Context: an optimization exercise on an open-source flow, tuned for small area and a short achievable clock period. The choices shown serve that exercise and are no tape-out recipe. Where RTL was checked, it was by simulation tests only, not by an equivalence proof against the original. No activity file was given, so power comes from the tool's default toggle rates.

Setup of violet:
==> flow/design.v <==
module SdOai22(input wire a1, a2, b1, b2, output wire y);
   assign y = ~((a1 | a2) & (b1 | b2));
endmodule
module SdNand4(input wire a, b, c, d, output wire y);
   assign y = ~(a & b & c & d);
endmodule
module SdNand2(input wire a, b, output wire y);
   assign y = ~(a & b);
endmodule
module SdNor4(input wire a, b, c, d, output wire y);
   assign y = ~(a | b | c | d);
endmodule
module SdNor3(input wire a, b, c, output wire y);
   assign y = ~(a | b | c);
endmodule
module SdNor2(input wire a, b, output wire y);
   assign y = ~(a | b);
endmodule
module SdNand3(input wire a, b, c, output wire y);
   assign y = ~(a & b & c);
endmodule
module SdAnd2(input wire a, b, output wire y);
   assign y = a & b;
endmodule
module SdInv(input wire a, output wire y);
   assign y = ~a;
endmodule
module SimpleRamDecode(
   input wire cs0_i,
   input wire [24:0] addr_i,
   input wire write_i,             
   input wire reset_i,             
   output wire inwin_o,
   output wire [31:0] wsel_o,
   output wire [31:0] rsel_n_o
);
   wire [4:0] g;
   SdNor4 g0(.a(cs0_i), .b(addr_i[24]), .c(addr_i[23]), .d(addr_i[22]), .y(g[0]));
   SdNor4 g1(.a(addr_i[21]), .b(addr_i[20]), .c(addr_i[19]), .d(addr_i[18]), .y(g[1]));
   SdNor4 g2(.a(addr_i[17]), .b(addr_i[16]), .c(addr_i[15]), .d(addr_i[14]), .y(g[2]));
   SdNor4 g3(.a(addr_i[12]), .b(addr_i[11]), .c(addr_i[10]), .d(addr_i[9]), .y(g[3]));
   SdNor3 g4(.a(addr_i[8]), .b(addr_i[7]), .c(addr_i[6]), .y(g[4]));
   wire h1, h2;
   SdNand3 h1g(.a(g[0]), .b(g[1]), .c(g[2]), .y(h1));
   SdNand3 h2g(.a(g[3]), .b(g[4]), .c(addr_i[13]), .y(h2));
   SdNor2 inw(.a(h1), .b(h2), .y(inwin_o));
   wire reset_n, wr, wr_n;         
   SdInv rinv(.a(reset_i), .y(reset_n));
   SdNor2 wrg(.a(reset_n), .b(write_i), .y(wr));
   SdInv wrinv(.a(wr), .y(wr_n));
   wire [5:1] an;
   genvar i;
   generate
      for (i = 1; i <= 5; i = i + 1) begin : ainv
         SdInv inv(.a(addr_i[i]), .y(an[i]));
      end
   endgenerate
   wire [7:0] d3n, pb, rb;
   generate
      for (i = 0; i < 8; i = i + 1) begin : pre3
         SdNor3 r(.a(i & 4 ? an[5] : addr_i[5]), .b(i & 2 ? an[4] : addr_i[4]),
                  .c(i & 1 ? an[3] : addr_i[3]), .y(rb[i]));
         SdNand3 n(.a(i & 4 ? addr_i[5] : an[5]), .b(i & 2 ? addr_i[4] : an[4]),
                   .c(i & 1 ? addr_i[3] : an[3]), .y(d3n[i]));
         SdNor3 w(.a(wr_n), .b(d3n[i]), .c(h1), .y(pb[i]));
      end
   endgenerate
   wire [3:0] pa, ra;
   generate
      for (i = 0; i < 4; i = i + 1) begin : pre2
         SdNor3 w(.a(i & 2 ? an[2] : addr_i[2]), .b(i & 1 ? an[1] : addr_i[1]), .c(h2), .y(pa[i]));
         SdNor2 r(.a(i & 2 ? an[2] : addr_i[2]), .b(i & 1 ? an[1] : addr_i[1]), .y(ra[i]));
      end
   endgenerate
   generate
      for (i = 0; i < 32; i = i + 1) begin : sel
         SdAnd2 w(.a(pa[i & 3]), .b(pb[i >> 2]), .y(wsel_o[i]));
         SdNand2 r(.a(ra[i & 3]), .b(rb[i >> 2]), .y(rsel_n_o[i]));
      end
   endgenerate
endmodule
module SimpleRam(
   input wire clk_i,
   input wire [31:0] wsel_i,       
   input wire rd_i,                
   input wire clr_i,               
   input wire [31:0] rsel_n_i,     
   input wire [15:0] data_i,
   output reg [15:0] data_o
);
   reg [15:0] storage[31:0];
   genvar w;
   generate
      for (w = 0; w < 32; w = w + 1) begin : wr
         always @ (posedge clk_i)
            if (wsel_i[w])
               storage[w] <= data_i;
      end
   endgenerate
   wire [15:0] word;
   genvar b, g;
   generate
      for (b = 0; b < 16; b = b + 1) begin : bits
         wire [31:0] col;
         wire [15:0] p;
         wire [7:0] q;
         wire [1:0] r;
         for (g = 0; g < 32; g = g + 1) begin : words
            assign col[g] = storage[g][b];
         end
         for (g = 0; g < 16; g = g + 1) begin : pairs
            SdOai22 oai(.a1(col[2*g]), .a2(rsel_n_i[2*g]), .b1(col[2*g+1]), .b2(rsel_n_i[2*g+1]),
                        .y(p[g]));
         end
         for (g = 0; g < 8; g = g + 1) begin : quads
            SdNor2 nor2(.a(p[2*g]), .b(p[2*g+1]), .y(q[g]));
         end
         SdNand4 n0(.a(q[0]), .b(q[1]), .c(q[2]), .d(q[3]), .y(r[0]));
         SdNand4 n1(.a(q[4]), .b(q[5]), .c(q[6]), .d(q[7]), .y(r[1]));
         SdNor3 clr(.a(r[0]), .b(r[1]), .c(clr_i), .y(word[b]));
      end
   endgenerate
   always @ (posedge clk_i)
   begin
      if (rd_i)
         data_o <= word;
   end
endmodule
`timescale 1ns / 1ps
module simple_debug(
   input wire [15:0] data_i,
   output wire [15:0] data_o,
   input wire [24:0] addr_i,
   input wire read_i,
   input wire write_i,
   input wire [1:0] cs_i,
   input wire clk_i,
   input wire reset_i,
   input wire irq_i,
   output wire irq_o,
   output wire [4:0] leds_o
);
   reg stage_1, stage_2, stage_3;
   reg [15:0] counter;
   reg [15:0] data_q;
   reg irq;
   reg led;
   wire chip_select = cs_i[0] & cs_i[1];
   wire [25:0] a = {cs_i[0], addr_i};
   wire ram_accessed;
   wire [31:0] wsel, rsel_n;
   SimpleRamDecode DEC(.cs0_i(cs_i[0]), .addr_i(addr_i), .write_i(write_i), .reset_i(reset_i),
                       .inwin_o(ram_accessed), .wsel_o(wsel), .rsel_n_o(rsel_n));
   wire clear_irq = (a == 26'h0);
   wire access = ~stage_2 & stage_3;
   wire [15:0] ram_d;
   SimpleRam RAM0(.clk_i(clk_i),
                  .wsel_i(wsel),
                  .rd_i(~reset_i | (~read_i & ram_accessed)),
                  .clr_i(~reset_i),
                  .rsel_n_i(rsel_n),
                  .data_i(data_i),
                  .data_o(ram_d));
   assign data_o = data_q;
   assign irq_o = irq;
   assign leds_o = {led, irq_i, counter[15], counter[0], 1'b1};
   always @ (posedge clk_i)
   begin
      if (!reset_i)
      begin
         counter <= 0;
         stage_3 <= 0;
         stage_2 <= 0;
         stage_1 <= 0;
         data_q <= 0;
         irq <= 0;
      end
      else
      begin
         if (&counter)
            irq <= 1;
         counter <= counter + 1;
         stage_3 <= stage_2;
         stage_2 <= stage_1;
         stage_1 <= chip_select;
         if (access)
         begin
            if (!read_i)
               data_q <= ram_accessed ? ram_d : (addr_i[15:0] | {15'b0, cs_i[0]});
            if (!write_i && !ram_accessed)
            begin
               if (clear_irq)
                  irq <= data_i[0];
               else
                  led <= data_i[0];
            end
         end
      end
   end
endmodule
==> flow/config.mk <==
export PLATFORM = sky130hd
export DESIGN_NAME = simple_debug
export DESIGN_NICKNAME = simple_debug
export VERILOG_FILES = /design/flow/design.v
export SDC_FILE = /design/flow/constraint.sdc
export NUM_CORES = 4
export LEC_CHECK = 0
export CAP_MARGIN = 20
export CORE_MARGIN = 2
export CORE_UTILIZATION = 40
export CTS_CLUSTER_DIAMETER = 100
export CTS_CLUSTER_SIZE = 24
export PLACE_DENSITY = 0.68
export SETUP_SLACK_MARGIN = 1.2
export SLEW_MARGIN = 20
export SYNTH_HIERARCHICAL = 1
==> flow/constraint.sdc <==
create_clock -name core_clock -period 3.0 [get_ports {clk_i}]
set_input_delay 0.6000 -clock core_clock [delete_from_list [all_inputs] [get_ports {clk_i}]]
set_output_delay 0.6000 -clock core_clock [all_outputs]
set_load 0.01 [all_outputs]
standard.sh (not shown) runs the stock make flow with config.mk's settings and CLKGATE_MAP_FILE= SYNTH_SCRIPT=/design/flow/synth_recipe.tcl, a recipe that flattens the netlist after the stock synthesis.
==> flow/flow/run.sh <==
#!/bin/bash
# The standard layout, with the port buffers inserted as buf_2 cells
# instead of the default delay-cell buffers, and gate resizing not limited
# to cells of the same footprint. The whole make output goes to
# standard.log; each ORFS step also writes its own log under orfs/logs.
set -euo pipefail
bash standard.sh "BUFFER_PORTS_ARGS=-buffer_cell sky130_fd_sc_hd__buf_2" MATCH_CELL_FOOTPRINT=0 finish > standard.log 2>&1
What sierra does differently from violet at the input level:
--- a/flow/design.v
+++ b/flow/design.v
@@ -18,10 +18,10 @@
 endmodule
 module SdNand3(input wire a, b, c, output wire y);
    assign y = ~(a & b & c);
 endmodule
-module SdAnd2(input wire a, b, output wire y);
-   assign y = a & b;
+module SdAnd3(input wire a, b, c, output wire y);
+   assign y = a & b & c;
 endmodule
 module SdInv(input wire a, output wire y);
    assign y = ~a;
 endmodule
@@ -57,26 +57,24 @@
    endgenerate
    wire [7:0] d3n, pb, rb;
    generate
       for (i = 0; i < 8; i = i + 1) begin : pre3
-         SdNor3 r(.a(i & 4 ? an[5] : addr_i[5]), .b(i & 2 ? an[4] : addr_i[4]),
-                  .c(i & 1 ? an[3] : addr_i[3]), .y(rb[i]));
          SdNand3 n(.a(i & 4 ? addr_i[5] : an[5]), .b(i & 2 ? addr_i[4] : an[4]),
                    .c(i & 1 ? addr_i[3] : an[3]), .y(d3n[i]));
-         SdNor3 w(.a(wr_n), .b(d3n[i]), .c(h1), .y(pb[i]));
+         SdNor2 w(.a(wr_n), .b(d3n[i]), .y(pb[i]));
+         SdInv r(.a(d3n[i]), .y(rb[i]));
       end
    endgenerate
-   wire [3:0] pa, ra;
+   wire [3:0] pa;
    generate
       for (i = 0; i < 4; i = i + 1) begin : pre2
-         SdNor3 w(.a(i & 2 ? an[2] : addr_i[2]), .b(i & 1 ? an[1] : addr_i[1]), .c(h2), .y(pa[i]));
-         SdNor2 r(.a(i & 2 ? an[2] : addr_i[2]), .b(i & 1 ? an[1] : addr_i[1]), .y(ra[i]));
+         SdNor2 w(.a(i & 2 ? an[2] : addr_i[2]), .b(i & 1 ? an[1] : addr_i[1]), .y(pa[i]));
       end
    endgenerate
    generate
       for (i = 0; i < 32; i = i + 1) begin : sel
-         SdAnd2 w(.a(pa[i & 3]), .b(pb[i >> 2]), .y(wsel_o[i]));
-         SdNand2 r(.a(ra[i & 3]), .b(rb[i >> 2]), .y(rsel_n_o[i]));
+         SdAnd3 w(.a(pa[i & 3]), .b(pb[i >> 2]), .c(inwin_o), .y(wsel_o[i]));
+         SdNand2 r(.a(pa[i & 3]), .b(rb[i >> 2]), .y(rsel_n_o[i]));
       end
    endgenerate
 endmodule
 module SimpleRam(
Results
Maximum frequency: violet vs sierra, no meaningful difference. sierra vs violet, data arrival time at the worst-slack endpoint went up by 0.08 ns. Comparing area of the die for sierra and violet, the smaller number came from sierra. Summary of sierra over violet: post-route cell area decreased about 3%, worst ir drop on vdd down 0.00020 V, met3 track demand over resource in global routing fell 1.0 points, count of buffers not belonging to the clock network in the layout shows an increase of 13%. sierra -> violet: setup slack flat.
Function not checked in violet: the RTL went through the layout flow alone.

## what the ideal ports hide
Ports are ideal in the flow. The routed layouts listed here were re-timed in OpenROAD. Step 1, drivers: a clkbuf_16 drives clk_i and a buf_2 each remaining input, both assumed. Step 2 times the ports against the registers' clock, not the clock port: input delays grow and output delays shrink by t, the midpoint of the rising clock arrivals with the driver on. Three values: ideal, step 1, step 2; two values: the first two.
| run | t, ns | setup slack, ns | hold WS [ns] | worst register clock-pin slew, ns | pins driven straight from the clock port |
|---|---|---|---|---|---|
| violet | 0.644 | 1.124 / 1.108 / 0.464 | 0.246 / 0.210 / 0.448 | 0.10 / 0.10 | 1 |
| sierra | 0.631 | 1.124 / 1.139 / 0.509 | 0.293 / 0.259 / 0.449 | 0.10 / 0.10 | 1 |
After both steps setup and hold are still met in every run listed. The setup slack of violet, which loses most, moves by -0.016 ns with the drivers and by -0.660 ns with both steps.
